Context: an optimization exercise on an open-source flow, tuned for small area, a short achievable clock period and few clock cycles. The choices shown serve that exercise and are no tape-out recipe. RTL that was checked went through simulation tests only; none was proved equivalent to the original. No functional check of the RTL was part of runs 5 and 6. Power and IR drop assume default switching activity.

<file path="flow/run.sh">
#!/bin/bash
set -euo pipefail
bash standard.sh "BUFFER_PORTS_ARGS=-buffer_cell sky130_fd_sc_hd__buf_1" finish > standard_flow.log 2>&1
</file>
<file path="standard.sh">
#!/bin/bash
# synth_recipe.tcl (not shown) runs the flow's synth.tcl, then flattens the netlist and writes it again
# the make line also repeats each setting of config.mk as NAME=value (left out here)
make -C /OpenROAD-flow-scripts/flow DESIGN_CONFIG=/design/flow/config.mk WORK_HOME=/design/flow/orfs CLKGATE_MAP_FILE= SYNTH_SCRIPT=/design/flow/synth_recipe.tcl "${@:-finish}"
</file>
<file path="config.mk">
export PLATFORM = sky130hd
export DESIGN_NAME = rle
export DESIGN_NICKNAME = rle
export VERILOG_FILES = /design/flow/design.v
export SDC_FILE = /design/flow/constraint.sdc
export NUM_CORES = 4
export LEC_CHECK = 0
export CAP_MARGIN = 20
export CORE_MARGIN = 2
export CORE_UTILIZATION = 40
export CTS_BUF_LIST = sky130_fd_sc_hd__clkbuf_8
export PLACE_DENSITY = 0.6
export SETUP_SLACK_MARGIN = 1.6
export SLEW_MARGIN = 20
</file>
<file path="constraint.sdc">
create_clock -name core_clock -period 4.0 [get_ports {clk}]
set_input_delay 0.8000 -clock core_clock [delete_from_list [all_inputs] [get_ports {clk}]]
set_output_delay 0.8000 -clock core_clock [all_outputs]
set_load 0.01 [all_outputs]
</file>
<file path="design.v">
module rle (
	clk,
	nreset,
	start,
	message_addr,
	message_size,
	rle_addr,
	rle_size,
	done,
	port_A_data_in,
	port_A_data_out,
	port_A_addr,
	port_A_we
	);
input	clk;
input	nreset;
input	start;
input 	[31:0] message_addr;
input	[31:0] message_size;
input	[31:0] rle_addr;
input   [31:0] port_A_data_out;
output  [31:0] port_A_data_in;
output  [15:0] port_A_addr;
output  port_A_we;
output	[31:0] rle_size;
output	done;
reg        busy, done_r;
reg        we_r;          
reg        wd;            
reg        fin, fin2;     
reg [13:0] R;             
reg [13:0] Wp;            
reg        rdv;           
reg        allin;         
reg        rlast;         
reg [5:0]  wleft;         
reg [31:0] W;
reg [3:1]  rb;            
reg [2:0]  qe;            
reg [1:0]  pos;           
reg [2:0]  sl;            
reg [2:0]  q;             
reg        cons;          
reg        eb;            
reg        sv;            
reg [7:0]  sb;            
reg [2:0]  ssl;           
reg        Wv, last, first, half;
reg [7:0]  val, cnt, runs;
reg [15:0] lo;
wire [1:0] vb = message_size[1:0];      
wire go_start = start & ~busy;
assign port_A_we      = we_r & busy;
assign port_A_addr    = {(we_r ? Wp : R), 2'b00};
assign port_A_data_in = {val, cnt, lo};
assign rle_size       = {23'b0, runs, 1'b0};
assign done           = done_r;
function [2:0] seg;
	input [2:0] n;
	input [2:0] p;
	begin
		case ({n, p})
			{3'd2, 3'd1}, {3'd3, 3'd2}, {3'd4, 3'd3}: seg = 3'd1;
			{3'd3, 3'd1}, {3'd4, 3'd2}:               seg = 3'd2;
			{3'd4, 3'd1}:                             seg = 3'd3;
			default:                                  seg = 3'd4;
		endcase
	end
endfunction
wire       run  = busy & ~fin & ~fin2;
wire       go   = run & Wv & ~sv;
wire       nr   = eb | first;
wire       emit = sv | (go & eb & ~first);
wire [7:0] byt  = W[{pos, 3'b000} +: 8];
wire [2:0] nq   = rb[1] ? 3'd1 : rb[2] ? 3'd2 : rb[3] ? 3'd3 : qe;
wire [3:1] rbn  = rb[1] ? {rb[3:2], 1'b0} : rb[2] ? {rb[3], 2'b00} : 3'b000;
wire       consn = ~|rb;                       
wire       few  = ~((rb[1] & rb[2]) | (rb[1] & rb[3]) | (rb[2] & rb[3]));
wire [3:0] clo  = {1'b0, cnt[2:0]} + {1'b0, sl};
wire [4:0] chi1 = cnt[7:3] + 5'd1;
wire [7:0] cadd = {clo[3] ? chi1 : cnt[7:3], clo[2:0]};
wire [31:0] d = port_A_data_out;
wire [3:0] bl;
assign bl[0] = d[7:0]   != W[31:24];
assign bl[1] = d[15:8]  != d[7:0];
assign bl[2] = d[23:16] != d[15:8];
assign bl[3] = d[31:24] != d[23:16];
wire [3:1] ml;                                            
assign ml[1] = rlast & (vb == 2'd1);
assign ml[2] = rlast & (vb == 2'd1 || vb == 2'd2);
assign ml[3] = rlast & (vb != 2'd0);
wire [3:1] stl = bl[3:1] & ~ml;
wire [2:0] qel = rlast ? {vb == 2'd0, vb} : 3'd4;
wire [2:0] q0  = stl[1] ? 3'd1 : stl[2] ? 3'd2 : stl[3] ? 3'd3 : qel;
wire [3:1] rb0 = stl[1] ? {stl[3:2], 1'b0} : stl[2] ? {stl[3], 2'b00} : 3'b000;
wire land  = busy & rdv;
wire early = land & go & ~cons;       
wire nland = land & ~early;
wire two_l = ~((bl[1] & bl[2]) | (bl[1] & bl[3]) | (bl[2] & bl[3]));
wire free1 = sv    ? (cons | consn) :
             early ? 1'b0 :
             nland ? two_l :
             (go & ~cons) ? few : 1'b1;
wire issue = run & ~we_r & ~allin & free1;
wire first_n = first & ~go;
wire half_n  = half ^ emit;
wire fin_n   = go & cons & last;
wire we_n    = (half_n & ((go & ~cons) | (nland & bl[0] & ~first_n) |
                          (sv & eb) | fin_n)) |
               (fin & ~half);
always @(posedge clk or negedge nreset) begin
	if (!nreset) begin
		busy <= 1'b0;
		done_r <= 1'b0;
		fin <= 1'b0;
		fin2 <= 1'b0;
		rdv <= 1'b0;
		Wv <= 1'b0;
		sv <= 1'b0;
		first <= 1'b1;
		half <= 1'b0;
	end else if (go_start) begin
		busy <= 1'b1;
		done_r <= 1'b0;
		fin <= 1'b0;
		fin2 <= 1'b0;
		rdv <= 1'b0;
		Wv <= 1'b0;
		sv <= 1'b0;
		first <= 1'b1;
		half <= 1'b0;
	end else begin
		rdv <= issue;
		first <= first_n;
		half <= half_n | (fin & ~half);
		fin <= fin_n;
		fin2 <= fin & ~half;
		sv <= early;
		if (land) Wv <= 1'b1;
		else if (go & cons) Wv <= 1'b0;
		if ((fin & half) | fin2) begin
			busy <= 1'b0;
			done_r <= 1'b1;
		end
	end
end
always @(posedge clk) begin
	we_r <= we_n & ~go_start;
	wd <= we_r & ~go_start;
	if (go_start) begin
		R <= message_addr[15:2];
		Wp <= rle_addr[15:2];
		wleft <= message_size[7:2] - {5'd0, (vb == 2'd0)};
		allin <= 1'b0;
		runs <= 8'd0;
	end else begin
		if (issue) R <= R + 14'd1;
		if (wd) Wp <= Wp + 14'd1;
		if (issue) begin
			wleft <= wleft - 6'd1;
			rlast <= (wleft == 6'd0);
			if (wleft == 6'd0) allin <= 1'b1;
		end
		if (emit) begin
			runs <= runs + 8'd1;
			if (!half) lo <= {val, cnt};
		end
		if (sv) begin
			val <= sb;
			cnt <= {5'd0, ssl};
		end
		if (go) begin
			rb <= rbn;
			pos <= q[1:0];
			q <= nq;
			sl <= seg(nq, q);
			cons <= consn;
			eb <= 1'b1;
			if (nr) begin
				val <= byt;
				cnt <= {5'd0, sl};
			end else
				cnt <= cadd;
		end
		if (early) begin
			sb <= W[31:24];
			ssl <= seg(3'd4, q);
		end
		if (land) begin
			W <= d;
			rb <= rb0;
			qe <= qel;
			sl <= q0;
			q <= q0;
			cons <= ~|stl;
			eb <= bl[0];
			last <= rlast;
			pos <= 2'd0;
		end
		if (fin) begin
			runs <= runs + 8'd1;
			if (!half) begin
				lo <= {val, cnt};
				val <= 8'd0;
				cnt <= 8'd0;
			end
		end
	end
end
endmodule
</file>
==> results.cfg, run 1 <==
[detailed_routing]
drtIter0Drc = 363
num_vias = 5157
drc = 0
drt_first_pass_iters = 5
wl_um = 16100
wl_per_cell_um = 15.7
antenna_left = 0
viasPerCell = 5.03

[synth]
synth_cell_types = 60
yosysTopAreaCell = edfxtp_1
synth_seq_cells = 146
syn_area_mm2 = 0.00761
yosysMostFrequentCell = edfxtp_1
seq_area_frac_synth_pct = 55.6
synth_edf_count = 126
async_flop_share_pct = 6.16
synth_area_leaders = edfxtp_1, xnor2_1, xor2_1, mux2i_1, nand2_1
synth_top_area_share_pct = 49.7
ys_warn_count = 1
synth_commonest_cells = edfxtp_1, nand2_1, nor2_1, o21ai_0, xnor2_1
synth_flop_cell = edfxtp_1
avgSynthCellArea_um2 = 11.7
syn_inst = 653

[sta]
hold_viol = 0
max_slew_margin_pct = 42.6
fmax_ghz = 0.443
period_needed_ns = 2.26
rsz0062_at_grt = false
period_share_pct = 56.4
worst_pin_slew_ns = 0.860
fin_worst_skew_ns = 0.0113
tns_ns = 0
finalSetupViolations = 0
report.final.slew_viol_count = 0

[critical_path]
worstPathRequired_ns = 3.20
start_kind = flip-flop
crit_start = we_r$_DFF_P_
cp-end-kind = output port
worstReg2RegEnd = sl[2]$_DFFE_PP_
worstRegToRegCells = 6
endpoint = port_A_addr[2]
criticalPathCategory = reg2out
cpMaxStageDelayCell = dfxtp_4
critical_path.cell_chain = mux2_2, buf_1
crit_arrival_ns = 1.46
r2r_start = busy$_DFFE_PN0P_
cp_max_fo = 18
r2r_setup_slack_ns = 1.81
cp_slowest_stage_delay_ns = 0.48

[finish]
finish.instance_area_mm2 = 0.00867
diodes = 0
fill_cells = 1785
nets = 924
drive_gt1_share_pct = 9.47
final_util_pct = 46.3
areaGrowthSynthToFinish_pct = 13.8

[run]
maxCapViolCount = 0

[pwr]
intPower_mw = 4.33
clkPwrFrac_pct = 17.5
ir_worst_vdd_mv = 0.282
power_density_mw_per_mm2 = 823
power_switching_mw = 2.81
p_leak_nw = 3.09
pwr-share-comb_pct = 36.6
swShare_pct = 39.3
p_seq_share_pct = 46.0

[clock_network]
cts_tree = yes
cts_root_buf = clkbuf_8
cts_hold_buffers = 0
clockBufferDepth = 2
clk_pin_slew_ns = 0.09
cts.sinks = 146
insertion_delay_ns = 0.47
cts_max_level = 4
postCtsSetupBuffers = 0
numCtsBuffers = 17

[grt]
grt_use_total_pct = 16.8
grt_pass1_vias = 5070
grt-ovfl-total = 0
antenna_found_initial = 0
grt_pass1_wl_um = 26300
grt_max_degree = 67

[status]
status = finished clean

[placement]
placed_area_mm2 = 0.00823
port_buffers = 126
gp_congestion = 0.779
hpwlAfterDp_um = 11800

[floorplanning]
dieArea_mm2 = 0.0202
die_y_um = 142
die_w_um = 142
core_area_mm2 = 0.0187
row_count = 50
ios = 213
start_util_pct = 40.7

[worst_hold_path]
hp-class = in2async
-- area by class of cell --
type | instances | area (um^2) | area share (%)
well taps | 234 | 293 | 3.38
inverters | 15 | 56.3 | 0.650
clock buffers | 17 | 234 | 2.70
multi-input cells | 466 | 3130 | 36.1
repair buffers | 133 | 529 | 6.11
flip-flops and latches | 146 | 4240 | 48.9
clock inverters | 15 | 190 | 2.19
-- per-layer routing --
layer	part of all wire [%]	GRT usage (%)	vias up	wire [um]
met3	3.9	3.67	21	629
met5	0	0	-	0
met4	1.4	5.89	0	232
met1	47	22.9	2453	7550
met2	48	26.8	116	7720
li1	-	-	2567	-
-- kinds of logic after synthesis --
family          Yosys count  synth area share [%]
compound gates           94                  7.58
buf+inv                  66                  4.88
flops                   146                  55.6
simple gates            213                  13.5
other cells               1                0.0493
xor+xnor                 69                  7.94
mux                      49                  7.99
fa+ha+maj                15                  2.53
-- worst max-delay path, delay by kind of cell (launching register included) --
| kind | cells | cell delay (ns) |
|---|---|---|
| flip-flops | 1 | 0.48 |
| multiplexers | 1 | 0.38 |
| buffers and inverters | 1 | 0.13 |
-- cells in the final DEF (no fill, tap or decap), types with 16 or more instances in the layout --
master	n
a21oi_1	17
buf_1	126
clkbuf_8	17
conb_1	26
edfxtp_1	126
mux2i_1	27
nand2_1	69
nand3_1	16
nor2_1	54
o21ai_0	40
xnor2_1	35
xor2_1	34
-- power by group through the flow --
stage	sequential, mW	combinational (mW)	clock (mW)
2_1_floorplan	3.14	1.97	0
3_3_place_gp	3.30	2.60	0
3_5_place_dp	3.31	2.64	0
4_1_cts	3.29	2.66	1.28
5_1_grt	3.38	2.95	1.34
6_report	3.28	2.61	1.25
-- what timing repair did --
| action | 4_1_cts | 5_1_grt |
|---|---|---|
| endpoints found under the setup margin | 35 | 24 |
| resized for setup | 3 | 2 |
| pin swaps | 0 | 0 |
| cloned | 0 | 0 |
-- metrics by stage --
| stage | worst slack, ns | cells | hold WS [ns] | total power, mW |
|---|---|---|---|---|
| after global routing | 1.66 | 1026 | 0.278 | 7.68 |
| after CTS | 1.63 | 1026 | 0.259 | 7.23 |
| final | 1.74 | 1026 | 0.273 | 7.13 |
| after floorplan | 1.68 | 678 | 0.438 | 5.11 |
| after detailed placement | 1.06 | 994 | 0.477 | 5.96 |
| after global placement | 1.10 | 994 | 0.480 | 5.90 |
-- worst min path at each step --
stage | endpoint | slack, ns | cells past startpoint
global route | rdv$_DFF_PN0_ | 0.28 | 1
floorplan | allin$_SDFFE_PP0P_ | 0.44 | 2
CTS | rdv$_DFF_PN0_ | 0.26 | 1
global placement | allin$_SDFFE_PP0P_ | 0.48 | 2
detailed placement | sb[6]$_DFFE_PP_ | 0.48 | 0
finish | rdv$_DFF_PN0_ | 0.27 | 1
Testbench counts, summed over its fixed seeds: cycles 16,803.
==> run 2: changes to the inputs <==
--- a/config.mk
+++ b/config.mk
@@ -12,3 +12,3 @@
 export PLACE_DENSITY = 0.6
-export SETUP_SLACK_MARGIN = 1.6
+export SETUP_SLACK_MARGIN = 1.9
 export SLEW_MARGIN = 20
==> results.cfg, run 2 <==
[finish]
final_common_cell = edfxtp_1
regArea_mm2 = 0.00424
multi_input_area_mm2 = 0.00330
mostFrequentLayoutCells = edfxtp_1, buf_1, nand2_1
fill_cells = 1710
drive_gt1_share_pct = 15.8
finish.instance_area_mm2 = 0.00913
areaGrowthSynthToFinish_pct = 19.9
diodes = 0
nets = 951

[placement]
placed_area_mm2 = 0.00825
gp_congestion = 0.858
port_buffers = 126
hpwlAfterDp_um = 12300

[floorplanning]
core_area_mm2 = 0.0187
start_util_pct = 40.7
die_w_um = 142
dieArea_mm2 = 0.0202
row_count = 50
ios = 213
die_y_um = 142

[synth]
syn_area_mm2 = 0.00761
avgSynthCellArea_um2 = 11.7
yosysMostFrequentCell = edfxtp_1
ys_warn_count = 1
synth_seq_cells = 146
synth_edf_count = 126
async_flop_share_pct = 6.16
synth_cell_types = 60
yosysTopAreaCell = edfxtp_1
synth_flop_cell = edfxtp_1
synth_area_leaders = edfxtp_1, xnor2_1, xor2_1, mux2i_1, nand2_1
syn_inst = 653
seq_area_frac_synth_pct = 55.6
synth_commonest_cells = edfxtp_1, nand2_1, nor2_1, o21ai_0, xnor2_1
synth_top_area_share_pct = 49.7

[detailed_routing]
drtIter0Drc = 306
drt_first_pass_iters = 5
wl_per_cell_um = 16.7
viasPerCell = 5.16
drc = 0
num_vias = 5431
wl_um = 17600
antenna_left = 0

[sta]
max_slew_margin_pct = 33.4
report.final.slew_viol_count = 0
fmax_ghz = 0.457
worst_pin_slew_ns = 0.999
period_needed_ns = 2.19
rsz0062_at_grt = true
finalSetupViolations = 0
hold_viol = 0
period_share_pct = 54.7
fin_worst_skew_ns = 0.0163
tns_ns = 0

[clock_network]
clk_pin_slew_ns = 0.09
cts_hold_buffers = 0
cts.sinks = 146
insertion_delay_ns = 0.45
cts_tree = yes
clockBufferDepth = 2
cts_root_buf = clkbuf_8
cts_max_level = 4
numCtsBuffers = 17

[grt]
antenna_found_initial = 0
grt_use_total_pct = 17.3
grt_pass1_vias = 5335
grt-ovfl-total = 0
grt_max_degree = 67
grt_pass1_wl_um = 27200

[pwr]
clkPwrFrac_pct = 15.2
power_switching_mw = 3.02
intPower_mw = 4.69
pwr-share-comb_pct = 42.0
ir_worst_vdd_mv = 0.295
p_seq_share_pct = 42.8
power_density_mw_per_mm2 = 845
swShare_pct = 39.2
p_leak_nw = 3.37

[critical_path]
start_kind = flip-flop
cp_max_fo = 8
worstRegToRegCells = 7
worstPathRequired_ns = 3.20
worstReg2RegEnd = R[12]$_DFFE_PP_
crit_arrival_ns = 1.39
r2r_setup_slack_ns = 1.97
r2r_start = Wv$_DFFE_PN0P_
criticalPathCategory = reg2out
cp-end-kind = output port

[worst_hold_path]
hp-class = in2async

[run]
maxCapViolCount = 0

[status]
status = finished clean
-- run 2: cells by family (layout without fill, tap and decap cells) --
family	Yosys count	count (layout)	synth area share, %
adders and majority gates	15	15	2.53
AOI/OAI and AO/OA	94	95	7.58
muxes	49	49	7.99
xor gates and xnor gates	69	69	7.94
other	1	26	0.0493
and+or+nand+nor	213	216	13.5
DFF	146	146	55.6
buffers and inverters	66	203	4.88
-- run 2: final cells by class --
| type | count | share of cell area, % |
|---|---|---|
| inverter | 15 | 0.617 |
| clock buffer | 17 | 2.56 |
| sequential | 146 | 46.5 |
| timing repair buffer | 156 | 9.24 |
| multi-input combinational | 470 | 36.1 |
| clock inverter | 15 | 1.77 |
| tap | 234 | 3.21 |
-- run 2: how the worst max path moves through the flow --
stage	start	to	slack, ns
6_report	we_r$_DFF_P_	port_A_addr[11]	1.81
3_5_place_dp	port_A_data_out[23]	q[1]$_DFFE_PP_	1.41
4_1_cts	we_r$_DFF_P_	port_A_addr[15]	1.77
5_1_grt	we_r$_DFF_P_	port_A_addr[7]	1.76
3_3_place_gp	port_A_data_out[15]	sl[1]$_DFFE_PP_	1.42
2_1_floorplan	port_A_data_out[19]	R[0]$_DFFE_PP_	1.90
-- run 2: power groups by stage --
stage,sequential [mW],clock [mW],combinational (mW)
6_report,3.30,1.17,3.24
2_1_floorplan,3.14,0,2.00
3_5_place_dp,3.35,0,2.65
3_3_place_gp,3.32,0,2.55
5_1_grt,3.40,1.26,3.57
4_1_cts,3.33,1.20,2.84
-- run 2: what timing repair did --
| action | 4_1_cts | 5_1_grt |
|---|---|---|
| pin swaps | 1 | 7 |
| setup endpoints to repair | 80 | 43 |
| buffers inserted | 5 | 20 |
| cloned | 2 | 2 |
| gates resized for setup | 12 | 65 |
-- run 2: stage by stage --
step	worst slack, ns	power (mW)	hold slack [ns]	util [%]	instances
6_report	1.81	7.72	0.283	48.8	1053
5_1_grt	1.76	8.23	0.302	48.8	1053
4_1_cts	1.77	7.36	0.294	46.9	1031
3_5_place_dp	1.41	6.00	0.481	44.1	992
3_3_place_gp	1.42	5.87	0.476	44.1	992
2_1_floorplan	1.90	5.14	0.438	-	678
-- run 2: critical path: stages (launching register included) --
cell	delay, ns
dfxtp_4	0.37
buf_12	0.13
mux2_4	0.32
buf_6	0.12
-- run 2: per-layer routing --
layer | up-vias | GRT usage, % | wire length, um | part of all wire [%]
met3 | 21 | 3.67 | 792 | 4.5
met2 | 176 | 28.9 | 8670 | 49
li1 | 2623 | - | - | -
met1 | 2611 | 22.4 | 7860 | 45
met4 | 0 | 5.89 | 263 | 1.5
met5 | - | 0 | 0 | 0
==> run 3: changes to the inputs <==
--- a/config.mk
+++ b/config.mk
@@ -12,3 +12,3 @@
 export PLACE_DENSITY = 0.6
-export SETUP_SLACK_MARGIN = 1.9
+export SETUP_SLACK_MARGIN = 1.7
 export SLEW_MARGIN = 20
==> results.cfg, run 3 <==
[critical_path]
start_kind = flip-flop
cp_slowest_stage_delay_ns = 0.48
cpMaxStageDelayCell = dfxtp_4
r2r_setup_slack_ns = 1.87
criticalPathCategory = reg2out
cp-end-kind = output port
cp_max_fo = 17
worstPathRequired_ns = 3.20
critical_path.cell_chain = mux2_2, buf_1
r2r_start = busy$_DFFE_PN0P_
crit_start = we_r$_DFF_P_
worstRegToRegCells = 4
crit_arrival_ns = 1.45

[grt]
grt-ovfl-total = 0
grt_use_total_pct = 17.1
grt_pass1_wl_um = 26900
grt_max_degree = 65
grt_pass1_vias = 5207
antenna_found_initial = 0

[clock_network]
clockBufferDepth = 2
insertion_delay_ns = 0.46
cts_hold_buffers = 0
cts_max_level = 4
cts.sinks = 146
clk_pin_slew_ns = 0.09
numCtsBuffers = 17
cts_tree = yes
cts_root_buf = clkbuf_8

[floorplanning]
die_w_um = 142
row_count = 50
start_util_pct = 40.7
ios = 213
die_y_um = 142
dieArea_mm2 = 0.0202
core_area_mm2 = 0.0187

[synth]
synth_top_area_share_pct = 49.7
synth_flop_cell = edfxtp_1
yosysMostFrequentCell = edfxtp_1
synth_area_leaders = edfxtp_1, xnor2_1, xor2_1, mux2i_1, nand2_1
syn_area_mm2 = 0.00761
synth_edf_count = 126
async_flop_share_pct = 6.16
synth_commonest_cells = edfxtp_1, nand2_1, nor2_1, o21ai_0, xnor2_1
yosysTopAreaCell = edfxtp_1
synth_seq_cells = 146
ys_warn_count = 1
seq_area_frac_synth_pct = 55.6
avgSynthCellArea_um2 = 11.7
syn_inst = 653
synth_cell_types = 60

[status]
status = finished clean

[finish]
mostFrequentLayoutCells = edfxtp_1, buf_1, nand2_1
finish.instance_area_mm2 = 0.00869
diodes = 0
multi_input_area_mm2 = 0.00316
drive_gt1_share_pct = 10.1
final_util_pct = 46.5
areaGrowthSynthToFinish_pct = 14.1
regArea_mm2 = 0.00424
final_cells = 1028
fill_cells = 1732
nets = 926

[pwr]
pwr-share-comb_pct = 37.6
power_switching_mw = 2.93
intPower_mw = 4.25
p_leak_nw = 3.10
total_power_mw = 7.18
ir_worst_vdd_mv = 0.247
power_density_mw_per_mm2 = 826
p_seq_share_pct = 45.8
swShare_pct = 40.8
clkPwrFrac_pct = 16.6

[sta]
setup_ws_ns = 1.75
max_slew_margin_pct = 39.9
hold_slack_ns = 0.284
period_share_pct = 56.1
hold_viol = 0
rsz0062_at_grt = true
tns_ns = 0
worst_pin_slew_ns = 0.900
fin_worst_skew_ns = 0.0155
finalSetupViolations = 0
fmax_ghz = 0.445
report.final.slew_viol_count = 0
period_needed_ns = 2.25

[detailed_routing]
num_vias = 5252
drt_first_pass_iters = 4
drtIter0Drc = 273
drc = 0
wl_um = 17000
wl_per_cell_um = 16.5
antenna_left = 0
viasPerCell = 5.11

[placement]
dpl.cell_count = 994
gp_congestion = 0.855
placed_area_mm2 = 0.00823
hpwlAfterDp_um = 12300
pre_cts_slack_ns = 1.28
port_buffers = 126

[run]
maxCapViolCount = 0

[worst_hold_path]
hp-class = in2async
-- run 3: final cells by class --
type | instances | share of cell area [%]
multi-input combinational | 467 | 36.3
inverter | 15 | 0.648
tap | 234 | 3.37
sequential | 146 | 48.7
clock inverter | 15 | 2.09
timing repair buffer | 134 | 6.13
clock buffer | 17 | 2.69
-- run 3: what timing repair did --
item,4_1_cts,5_1_grt
cloned,0,1
pin swaps,0,1
setup buffers,0,1
endpoints found under the setup margin,42,33
resized for setup,3,4
-- run 3: logic make-up (layout without fill, tap and decap cells) --
kind of cell / after synthesis / in the layout / synth area share [%]
AOI/OAI and AO/OA: 94 / 94 / 7.58
xor gates and xnor gates: 69 / 69 / 7.94
and+or+nand+nor: 213 / 214 / 13.5
adders and majority gates: 15 / 15 / 2.53
buffers and inverters: 66 / 181 / 4.88
DFF: 146 / 146 / 55.6
muxes: 49 / 49 / 7.99
other: 1 / 26 / 0.0493
-- run 3: worst max-delay path, delay by kind of cell (launching register included) --
| family | cells | cell delay [ns] |
|---|---|---|
| DFF | 1 | 0.48 |
| muxes | 1 | 0.38 |
| buffers and inverters | 1 | 0.14 |
-- run 3: worst max path at each step --
stage,endpoint,slack [ns],depth (start not counted)
6_report,port_A_addr[14],1.75,2
3_5_place_dp,R[9]$_DFFE_PP_,1.28,7
4_1_cts,port_A_addr[15],1.71,2
2_1_floorplan,R[0]$_DFFE_PP_,1.78,6
3_3_place_gp,R[8]$_DFFE_PP_,1.30,7
5_1_grt,port_A_addr[14],1.68,2
-- run 3: power by group through the flow --
| stage | logic (mW) | registers [mW] | clock network, mW |
|---|---|---|---|
| global route | 3.00 | 3.39 | 1.29 |
| finish | 2.70 | 3.29 | 1.19 |
| detailed placement | 2.67 | 3.32 | 0 |
| global placement | 2.58 | 3.28 | 0 |
| floorplan | 1.98 | 3.14 | 0 |
| CTS | 2.68 | 3.29 | 1.22 |
-- run 3: metal layers --
layer	global-route usage [%]	vias to the layer above	share of wire, %
met5	0	-	0
met4	4.37	0	1.1
met3	4.27	18	4.2
met2	28.9	130	49
met1	22.2	2528	46
li1	-	2576	-
==> run 4: changes to the inputs <==
--- a/design.v
+++ b/design.v
@@ -28,2 +28,3 @@
 reg        we_r;          
+reg        psel;          
 reg        wd;            
@@ -53,3 +54,3 @@
 assign port_A_we      = we_r & busy;
-assign port_A_addr    = {(we_r ? Wp : R), 2'b00};
+assign port_A_addr    = {(psel ? Wp : R), 2'b00};
 assign port_A_data_in = {val, cnt, lo};
@@ -148,2 +149,3 @@
 	we_r <= we_n & ~go_start;
+	psel <= we_n;
 	wd <= we_r & ~go_start;
==> results.cfg, run 4 <==
[clock_network]
numCtsBuffers = 17
cts_hold_buffers = 0
cts_root_buf = clkbuf_8
cts_max_level = 4
insertion_delay_ns = 0.44
postCtsSetupBuffers = 0
clockBufferDepth = 2
cts.sinks = 147
clk_pin_slew_ns = 0.08
cts_tree = yes

[synth]
yosysMostFrequentCell = edfxtp_1
synth_seq_cells = 147
synth_top_area_share_pct = 49.6
synth_edf_count = 126
seq_area_frac_synth_pct = 55.7
syn_area_mm2 = 0.00763
yosysTopAreaCell = edfxtp_1
synth_commonest_cells = edfxtp_1, nand2_1, nor2_1, o21ai_0, xnor2_1
ys_warn_count = 1
synth_cell_types = 56
synth_flop_cell = edfxtp_1
avgSynthCellArea_um2 = 11.5
syn_inst = 664
synth_area_leaders = edfxtp_1, xnor2_1, mux2i_1, nand2_1, dfxtp_1
async_flop_share_pct = 6.12

[critical_path]
r2r_start = busy$_DFFE_PN0P_
cpMaxStageDelayCell = dfxtp_4
cp_max_fo = 16
cp_slowest_stage_delay_ns = 0.47
start_kind = flip-flop
crit_arrival_ns = 1.40
worstRegToRegCells = 7
r2r_setup_slack_ns = 1.89
critical_path.cell_chain = mux2_2, buf_1
worstPathRequired_ns = 3.20
criticalPathCategory = reg2out
cp-end-kind = output port
worstReg2RegEnd = we_r$_DFF_P_

[pwr]
ir_worst_vdd_mv = 0.363
p_leak_nw = 3.06
power_density_mw_per_mm2 = 824

[grt]
grt-ovfl-total = 0
grt_pass1_wl_um = 25700
grt_use_total_pct = 16.4
grt_pass1_vias = 4893
antenna_found_initial = 0
grt_max_degree = 66

[detailed_routing]
wl_per_cell_um = 15.5
num_vias = 5188
wl_um = 16100
drt_first_pass_iters = 5
drtIter0Drc = 317
viasPerCell = 4.99
drc = 0
antenna_left = 0

[sta]
report.final.slew_viol_count = 0
rsz0062_at_grt = false
finalSetupViolations = 0
period_share_pct = 55.1
hold_viol = 0
max_slew_margin_pct = 32.4
worst_pin_slew_ns = 1.01
period_needed_ns = 2.20
fmax_ghz = 0.454
fin_worst_skew_ns = 0.0149
tns_ns = 0

[finish]
mostFrequentLayoutCells = edfxtp_1, buf_1, nand2_1
finish.instance_area_mm2 = 0.00870
regArea_mm2 = 0.00426
drive_gt1_share_pct = 10.4
multi_input_area_mm2 = 0.00316
nets = 937
areaGrowthSynthToFinish_pct = 14.1
diodes = 0
fill_cells = 1779

[floorplanning]
start_util_pct = 40.8
core_area_mm2 = 0.0187
dieArea_mm2 = 0.0202
die_w_um = 142
row_count = 50
ios = 213
die_y_um = 142

[worst_hold_path]
hp-class = in2async

[placement]
hpwlAfterDp_um = 11600
port_buffers = 126
placed_area_mm2 = 0.00829
gp_congestion = 0.804

[run]
maxCapViolCount = 0

[status]
status = finished clean
run 4: cells by family (layout without fill, tap and decap cells):
family	Yosys count	count (layout)	synth area share [%]
flip-flops	147	147	55.7
buffers and inverters	69	185	4.87
other	1	26	0.0492
adder cells (fa/ha/maj)	15	15	2.53
multiplexers	48	48	7.84
XOR/XNOR	70	70	8.04
AO/OA/AOI/OAI	101	101	7.97
AND/OR/NAND/NOR	213	213	13.0
run 4: stage by stage:
stage / instances / hold slack (ns) / setup WS, ns / utilization (%) / power (mW)
floorplan: 689 / 0.437 / 1.14 / - / 5.17
global route: 1039 / 0.303 / 1.72 / 46.5 / 7.73
finish: 1039 / 0.300 / 1.80 / 46.5 / 7.17
global placement: 1007 / 0.451 / 1.32 / 44.3 / 6.02
detailed placement: 1007 / 0.459 / 1.30 / 44.3 / 6.07
CTS: 1039 / 0.303 / 1.76 / 46.4 / 7.22
run 4: per-layer routing:
layer  track usage, %  wire length [um]  up-vias
li1                 -                 -     2600
met3             3.87               694       19
met1             22.5              7780     2452
met5                0                 0        -
met4             5.47               268        0
met2             25.6              7350      117
run 4: final cells by class:
class,count,share of cell area [%]
sequential,147,48.9
multi-input combinational,473,36.3
timing repair buffer,135,6.30
tap,234,3.36
clock buffer,17,2.69
clock inverter,15,1.67
inverter,18,0.776
run 4: critical path, delay by kind of cell, from the launching register on:
family / cells / cell delay [ns]
buffers and inverters: 1 / 0.13
DFF: 1 / 0.47
muxes: 1 / 0.37
run 4: power breakdown:
| part | switching [mW] | internal [mW] | total, mW |
|---|---|---|---|
| combinational | 1.58 | 1.15 | 2.73 |
| clock | 0.625 | 0.510 | 1.13 |
| sequential | 0.631 | 2.68 | 3.31 |
run 4: worst max path at each step:
stage	start	to	slack (ns)	cells past startpoint
after floorplan	port_A_data_out[19]	R[0]$_DFFE_PP_	1.14	6
after global placement	port_A_data_out[18]	R[11]$_DFFE_PP_	1.32	8
after detailed placement	port_A_data_out[18]	R[11]$_DFFE_PP_	1.30	8
after CTS	port_A_data_out[18]	R[3]$_DFFE_PP_	1.76	8
after global routing	fin$_DFF_PN0_	cnt[5]$_DFFE_PN_	1.72	7
final	psel$_DFF_P_	port_A_addr[15]	1.80	2
run 4: repair_timing:
action | 4_1_cts | 5_1_grt
endpoints found under the hold margin | 0 | 0
endpoints found under the setup margin | 36 | 43
gates cloned | 0 | 0
resized for setup | 4 | 7
Testbench counts of run 4, summed over its fixed seeds: cycles 16,803.
==> run 5: changes to the inputs <==
--- a/design.v
+++ b/design.v
@@ -35,3 +35,2 @@
 reg        allin;         
-reg        rlast;         
 reg [5:0]  wleft;         
@@ -89,2 +88,3 @@
 wire [3:1] ml;                                            
+wire rlast = (wleft == 6'd0);                             
 assign ml[1] = rlast & (vb == 2'd1);
@@ -104,3 +104,3 @@
              (go & ~cons) ? few : 1'b1;
-wire issue = run & ~we_r & ~allin & free1;
+wire issue = run & ~we_r & ~allin & ~(rdv & rlast) & free1;
 wire first_n = first & ~go;
@@ -160,7 +160,2 @@
 		if (wd) Wp <= Wp + 14'd1;
-		if (issue) begin
-			wleft <= wleft - 6'd1;
-			rlast <= (wleft == 6'd0);
-			if (wleft == 6'd0) allin <= 1'b1;
-		end
 		if (emit) begin
@@ -199,2 +194,4 @@
 			last <= rlast;
+			wleft <= wleft - 6'd1;
+			if (rlast) allin <= 1'b1;
 			pos <= 2'd0;
==> results.cfg, run 5 <==
[placement]
dpl.cell_count = 1038
gp_congestion = 0.787
port_buffers = 126
hpwlAfterDp_um = 12200
placed_area_mm2 = 0.00847

[critical_path]
crit_arrival_ns = 1.43
start_kind = flip-flop
cp-end-kind = output port
cp_max_fo = 14
criticalPathCategory = reg2out
worstPathRequired_ns = 3.20

[synth]
synth_seq_cells = 146
synth_top_area_share_pct = 48.5
synth_commonest_cells = edfxtp_1, nor2_1, nand2_1, o21ai_0, xnor2_1
yosysMostFrequentCell = edfxtp_1
syn_inst = 668
synth_cell_types = 69
syn_area_mm2 = 0.00773
seq_area_frac_synth_pct = 54.6
avgSynthCellArea_um2 = 11.6
synth_area_leaders = edfxtp_1, xnor2_1, mux2i_1, nor2_1, xor2_1
async_flop_share_pct = 6.16
synth_flop_cell = edfxtp_1
ys_warn_count = 1
yosysTopAreaCell = edfxtp_1
synth_edf_count = 125

[pwr]
total_power_mw = 7.34
power_density_mw_per_mm2 = 813
ir_worst_vdd_mv = 0.327
p_leak_nw = 3.16

[clock_network]
cts_tree = yes
clk_pin_slew_ns = 0.10
cts_root_buf = clkbuf_8
numCtsBuffers = 17
cts_max_level = 4
cts.sinks = 146
insertion_delay_ns = 0.47
clockBufferDepth = 2
cts_hold_buffers = 0

[sta]
tns_ns = 0
report.final.slew_viol_count = 0
finalSetupViolations = 0
worst_pin_slew_ns = 0.996
max_slew_margin_pct = 33.4
period_needed_ns = 2.23
rsz0062_at_grt = true
hold_viol = 0
fin_worst_skew_ns = 0.0239
fmax_ghz = 0.449
period_share_pct = 55.7

[finish]
final_util_pct = 47.9
nets = 951
mostFrequentLayoutCells = buf_1, edfxtp_1, nor2_1
finish.instance_area_mm2 = 0.00903
final_cells = 1079
diodes = 0
final_common_cell = buf_1
areaGrowthSynthToFinish_pct = 16.7
drive_gt1_share_pct = 13.4

[grt]
grt-ovfl-total = 0
grt_max_degree = 54
grt_pass1_vias = 4982
antenna_found_initial = 0
grt_use_total_pct = 16.8
grt_pass1_wl_um = 26300

[floorplanning]
dieArea_mm2 = 0.0205
row_count = 50
die_y_um = 143
start_util_pct = 41.1
core_area_mm2 = 0.0188
die_w_um = 143
ios = 213

[detailed_routing]
drtIter0Drc = 315
drc = 0
num_vias = 5378
drt_first_pass_iters = 4
wl_um = 17100
viasPerCell = 4.98
wl_per_cell_um = 15.8
antenna_left = 0

[run]
maxCapViolCount = 0

[worst_hold_path]
hp-class = in2async

[status]
status = finished clean
run 5: cell count changes after synthesis, moves of 3 or more:
cell / change
or3_1: -3
o21bai_1: -3
nand3_1: +5
a31o_2: -3
buf_1: +3
nor3_1: -3
a31oi_1: -4
buf_2: +4
clkbuf_1: -8
nand2_1: -9
and2_1: -4
nor2_1: +6
run 5: where the power goes:
group	switching, mW	leakage [nW]	internal, mW
combinational	1.64	1.55	1.23
clock	0.713	0.205	0.480
sequential	0.640	1.41	2.63
run 5: final timing paths:
check,slack (ns),cells past startpoint,from,endpoint
hold reg to reg,0.49,2,allin$_SDFFE_PP0P_,allin$_SDFFE_PP0P_
hold / removal,0.28,1,nreset,done_r$_DFFE_PN0P_
max in group asynchronous,3.29,1,nreset,sv$_DFF_PN0_
setup / recovery,1.77,2,psel$_DFF_P_,port_A_addr[7]
min in group core_clock,0.49,2,allin$_SDFFE_PP0P_,allin$_SDFFE_PP0P_
setup reg to reg,1.79,9,wleft[1]$_DFFE_PP_,R[2]$_DFFE_PP_
run 5: layout make-up:
| type | instances | area, um^2 |
|---|---|---|
| flip-flops and latches | 146 | 4230 |
| clock buffers | 17 | 234 |
| repair buffers | 144 | 619 |
| inverters | 17 | 63.8 |
| multi-input cells | 480 | 3370 |
| fillers | 1780 | 9800 |
| well taps | 260 | 325 |
| clock inverters | 15 | 185 |
run 5: worst max-delay path: stages (launching register included):
cell	delay (ns)
dfxtp_4	0.46
mux2_2	0.37
buf_1	0.14
run 5: per-stage QoR:
step	setup slack [ns]	hold slack (ns)
2_1_floorplan	1.51	0.438
3_3_place_gp	1.41	0.455
3_5_place_dp	1.40	0.463
4_1_cts	1.70	0.276
5_1_grt	1.70	0.312
6_report	1.77	0.283
run 5: repair_timing:
item / 4_1_cts / 5_1_grt
buffers inserted: 0 / 8
resized for setup: 4 / 18
endpoints found under the setup margin: 47 / 25
gates cloned: 0 / 1
pin swaps: 0 / 5
run 5: routing by layer:
layer | track usage [%] | wire length [um] | vias up | part of all wire (%)
li1 | - | - | 2662 | -
met1 | 23.5 | 8230 | 2557 | 48
met2 | 26.1 | 7910 | 139 | 46
met3 | 2.98 | 640 | 20 | 3.8
met4 | 6.36 | 274 | 0 | 1.6
met5 | 0 | 0 | - | 0
run 5: kinds of logic (layout without fill, tap and decap cells):
logic type	after synthesis	count (layout)	share of synthesized area, %
mux	49	49	7.86
other cells	1	26	0.0485
fa+ha+maj	15	15	2.49
compound gates	109	109	9.25
simple gates	211	211	13.2
buf+inv	67	193	4.69
flops	146	146	54.6
xor+xnor	70	70	7.93
==> run 6: changes to the inputs <==
--- a/design.v
+++ b/design.v
@@ -26,6 +26,3 @@
 output	done;
-reg        busy, done_r;
-reg        we_r;          
-reg        psel;          
-reg        wd;            
+reg        busy, done_r, we_r;
 reg        fin, fin2;     
@@ -35,2 +32,3 @@
 reg        allin;         
+reg        rlast;         
 reg [5:0]  wleft;         
@@ -52,4 +50,4 @@
 wire go_start = start & ~busy;
-assign port_A_we      = we_r & busy;
-assign port_A_addr    = {(psel ? Wp : R), 2'b00};
+assign port_A_we      = we_r;
+assign port_A_addr    = {(we_r ? Wp : R), 2'b00};
 assign port_A_data_in = {val, cnt, lo};
@@ -57,14 +55,2 @@
 assign done           = done_r;
-function [2:0] seg;
-	input [2:0] n;
-	input [2:0] p;
-	begin
-		case ({n, p})
-			{3'd2, 3'd1}, {3'd3, 3'd2}, {3'd4, 3'd3}: seg = 3'd1;
-			{3'd3, 3'd1}, {3'd4, 3'd2}:               seg = 3'd2;
-			{3'd4, 3'd1}:                             seg = 3'd3;
-			default:                                  seg = 3'd4;
-		endcase
-	end
-endfunction
 wire       run  = busy & ~fin & ~fin2;
@@ -88,3 +74,2 @@
 wire [3:1] ml;                                            
-wire rlast = (wleft == 6'd0);                             
 assign ml[1] = rlast & (vb == 2'd1);
@@ -104,3 +89,3 @@
              (go & ~cons) ? few : 1'b1;
-wire issue = run & ~we_r & ~allin & ~(rdv & rlast) & free1;
+wire issue = run & ~we_r & ~allin & free1;
 wire first_n = first & ~go;
@@ -115,2 +100,3 @@
 		done_r <= 1'b0;
+		we_r <= 1'b0;
 		fin <= 1'b0;
@@ -125,2 +111,3 @@
 		done_r <= 1'b0;
+		we_r <= 1'b0;
 		fin <= 1'b0;
@@ -133,2 +120,3 @@
 	end else begin
+		we_r <= we_n;
 		rdv <= issue;
@@ -148,5 +136,2 @@
 always @(posedge clk) begin
-	we_r <= we_n & ~go_start;
-	psel <= we_n;
-	wd <= we_r & ~go_start;
 	if (go_start) begin
@@ -159,3 +144,8 @@
 		if (issue) R <= R + 14'd1;
-		if (wd) Wp <= Wp + 14'd1;
+		if (we_r) Wp <= Wp + 14'd1;
+		if (issue) begin
+			wleft <= wleft - 6'd1;
+			rlast <= (wleft == 6'd0);
+			if (wleft == 6'd0) allin <= 1'b1;
+		end
 		if (emit) begin
@@ -172,3 +162,3 @@
 			q <= nq;
-			sl <= seg(nq, q);
+			sl <= nq - q;
 			cons <= consn;
@@ -183,3 +173,3 @@
 			sb <= W[31:24];
-			ssl <= seg(3'd4, q);
+			ssl <= 3'd4 - q;
 		end
@@ -194,4 +184,2 @@
 			last <= rlast;
-			wleft <= wleft - 6'd1;
-			if (rlast) allin <= 1'b1;
 			pos <= 2'd0;
--- a/config.mk
+++ b/config.mk
@@ -10,5 +10,4 @@
 export CORE_UTILIZATION = 40
-export CTS_BUF_LIST = sky130_fd_sc_hd__clkbuf_8
 export PLACE_DENSITY = 0.6
-export SETUP_SLACK_MARGIN = 1.7
+export SETUP_SLACK_MARGIN = 1.8
 export SLEW_MARGIN = 20
==> results.cfg, run 6 <==
[finish]
areaGrowthSynthToFinish_pct = 17.9
diodes = 0
mostFrequentLayoutCells = edfxtp_1, buf_1, nand2_1
drive_gt1_share_pct = 12.8
final_common_cell = edfxtp_1
nets = 934
final_util_pct = 48.1

[critical_path]
cp_max_fo = 10
cp-end-kind = output port
crit_arrival_ns = 1.48
worstPathRequired_ns = 3.20
start_kind = flip-flop
criticalPathCategory = reg2out

[floorplanning]
core_area_mm2 = 0.0187
die_y_um = 142
row_count = 50
start_util_pct = 40.8
ios = 213
die_w_um = 142
dieArea_mm2 = 0.0202

[sta]
fmax_ghz = 0.438
fin_worst_skew_ns = 0.0145
report.final.slew_viol_count = 0
period_needed_ns = 2.28
hold_viol = 0
worst_pin_slew_ns = 0.755
period_share_pct = 57.1
finalSetupViolations = 0
tns_ns = 0
rsz0062_at_grt = true
max_slew_margin_pct = 49.7

[synth]
synth_area_leaders = edfxtp_1, xnor2_1, xor2_1, nand2_1, mux2i_1
synth_top_family_by_area = simple AND/OR/NAND/NOR gates
synth_compound_area_share_pct = 7.80
syn_area_mm2 = 0.00763
yosysTopAreaCell = edfxtp_1
synth_xor_area_share_pct = 8.37
synth-simple-area-share_pct = 13.1
yosysMostFrequentCell = edfxtp_1
synth_seq_cells = 145
synth_top_area_share_pct = 49.6
synth_cell_types = 57
muxShareOfSynthArea_pct = 7.55
async_flop_share_pct = 6.90
synth_fa_ha_area_share_pct = 2.98
ys_warn_count = 1
syn_inst = 657
synth_commonest_cells = edfxtp_1, nand2_1, nor2_1, xnor2_1, o21ai_0
synth_flop_cell = edfxtp_1
avgSynthCellArea_um2 = 11.6
synth_edf_count = 126
seq_area_frac_synth_pct = 55.2

[grt]
grt-ovfl-total = 0
grt_pass1_vias = 5112
grt_pass1_wl_um = 26300
grt_max_degree = 45
antenna_found_initial = 0
grt_use_total_pct = 16.6

[detailed_routing]
drtIter0Drc = 423
wl_um = 16500
drt_first_pass_iters = 5
num_vias = 5314
wl_per_cell_um = 16.0
antenna_left = 0
viasPerCell = 5.14
drc = 0

[clock_network]
clk_pin_slew_ns = 0.06
cts_tree = yes
numCtsBuffers = 17
cts.sinks = 145
cts_hold_buffers = 0
clockBufferDepth = 2
cts_root_buf = clkbuf_16
insertion_delay_ns = 0.42
cts_max_level = 4

[pwr]
p_leak_nw = 3.20
ir_worst_vdd_mv = 0.369
power_density_mw_per_mm2 = 835

[status]
status = finished clean

[placement]
port_buffers = 126
gp_congestion = 0.808
hpwlAfterDp_um = 12100

[worst_hold_path]
hp-class = in2async

[run]
maxCapViolCount = 0
## run 6: changes by cell type after synthesis, moves of 4 or more
| cell | previous run | this run |
|---|---|---|
| clkbuf_1 | 9 | 14 |
| buf_1 | 6 | 0 |
| nand2_1 | 60 | 70 |
| o21ai_0 | 43 | 35 |
| nor2_1 | 68 | 58 |
| nand4_1 | 10 | 14 |
| nor3_1 | 14 | 20 |
| a21oi_1 | 20 | 14 |
| and2_1 | 6 | 2 |
## run 6: critical path: stages, from the launching register on
cell and delay [ns]:
dfrtp_4 0.49, buf_12 0.16, mux2_2 0.29, buf_6 0.13
## run 6: per-stage QoR
step	std cells	cell area, um^2	worst slack [ns]	hold slack, ns	total power, mW
final	1033	9000	1.72	0.348	7.52
after global routing	1033	9000	1.68	0.363	8.04
after CTS	1031	8940	1.69	0.338	7.54
after detailed placement	996	8290	1.29	0.477	5.88
after global placement	996	8290	1.35	0.472	5.78
after floorplan	682	7800	1.61	0.457	5.06
## run 6: cell families (layout without fill, tap and decap cells)
| group | after synthesis | in the layout |
|---|---|---|
| DFF | 145 | 145 |
| adders and majority gates | 17 | 17 |
| and+or+nand+nor | 213 | 214 |
| AOI/OAI and AO/OA | 94 | 94 |
| xor gates and xnor gates | 73 | 73 |
| buffers and inverters | 68 | 184 |
| muxes | 46 | 46 |
| other | 1 | 26 |
## run 6: metal layers
metal	part of all wire [%]	global-route usage, %	up-vias	routed length, um
li1	-	-	2599	-
met1	46	22.1	2556	7530
met2	48	26.7	143	7930
met3	5.2	4.34	16	857
met4	1.1	5.37	0	182
met5	0	0	-	0
## run 6: area by class of cell
type | count | area (um^2)
repair buffers | 135 | 591
flip-flops and latches | 145 | 4220
fillers | 1685 | 9700
multi-input cells | 470 | 3250
clock inverters | 15 | 159
clock buffers | 17 | 425
inverters | 17 | 65.1
well taps | 234 | 293
## run 6: repair_timing
action,in CTS,in global routing
cloned,0,1
setup endpoints to repair,99,42
setup buffers,3,1
resized for setup,9,27
pin swaps,0,1
## run 6: power breakdown
part	total, mW	leakage [nW]	switching (mW)	internal (mW)
logic	2.74	1.52	1.58	1.16
clock network	1.58	0.280	0.697	0.886
registers	3.20	1.40	0.596	2.61
## run 6: path summary, 6_finish.rpt
check	to	slack (ns)	cells after the start	from
max in group asynchronous	sv$_DFF_PN0_	3.23	1	nreset
hold / removal	done_r$_DFFE_PN0P_	0.35	1	nreset
hold reg to reg	runs[7]$_SDFFE_PP0P_	0.49	2	runs[7]$_SDFFE_PP0P_
setup / recovery	port_A_addr[2]	1.72	3	we_r$_DFF_PN0_
min in group core_clock	runs[7]$_SDFFE_PP0P_	0.49	2	runs[7]$_SDFFE_PP0P_
setup reg to reg	sl[2]$_DFFE_PP_	1.92	5	rb[2]$_SDFFCE_PN0P_

[separate check: timing with driven ports]
The results above use ideal ports. As a check the final layouts listed here were re-extracted and re-timed, cells and wires unchanged. Step 1, drivers: a clkbuf_16 drives clk and a buf_2 each remaining input, both assumed. Step 2 also shifts input and output timing later by t, the mid clock arrival at the registers, as if the neighbouring blocks saw the same clock. a / b / c = no drivers / after step 1 / after step 2; a / b = the first two.
| run | shift t [ns] | slack for setup (ns) | worst setup path at the end | latest minus earliest clock arrival (ns) | worst register clock-pin slew, ns |
|---|---|---|---|---|---|
| run 1 | 0.499 | 1.745 / 1.705 / 1.303 | input to register | 0.015 / 0.015 | 0.10 / 0.10 |
| run 2 | 0.483 | 1.813 / 1.775 / 1.485 | input to register | 0.016 / 0.017 | 0.10 / 0.10 |
| run 3 | 0.496 | 1.755 / 1.714 / 1.366 | input to register | 0.017 / 0.017 | 0.11 / 0.11 |
| run 4 | 0.478 | 1.797 / 1.755 / 1.391 | input to register | 0.015 / 0.015 | 0.09 / 0.09 |
| run 5 | 0.497 | 1.774 / 1.736 / 1.435 | input to register | 0.024 / 0.024 | 0.11 / 0.11 |
| run 6 | 0.463 | 1.716 / 1.670 / 1.449 | input to register | 0.016 / 0.015 | 0.07 / 0.07 |
After both steps every run listed still meets setup and hold. The setup slack of run 1, which loses most, moves by -0.040 ns with the drivers and by -0.442 ns with both steps.
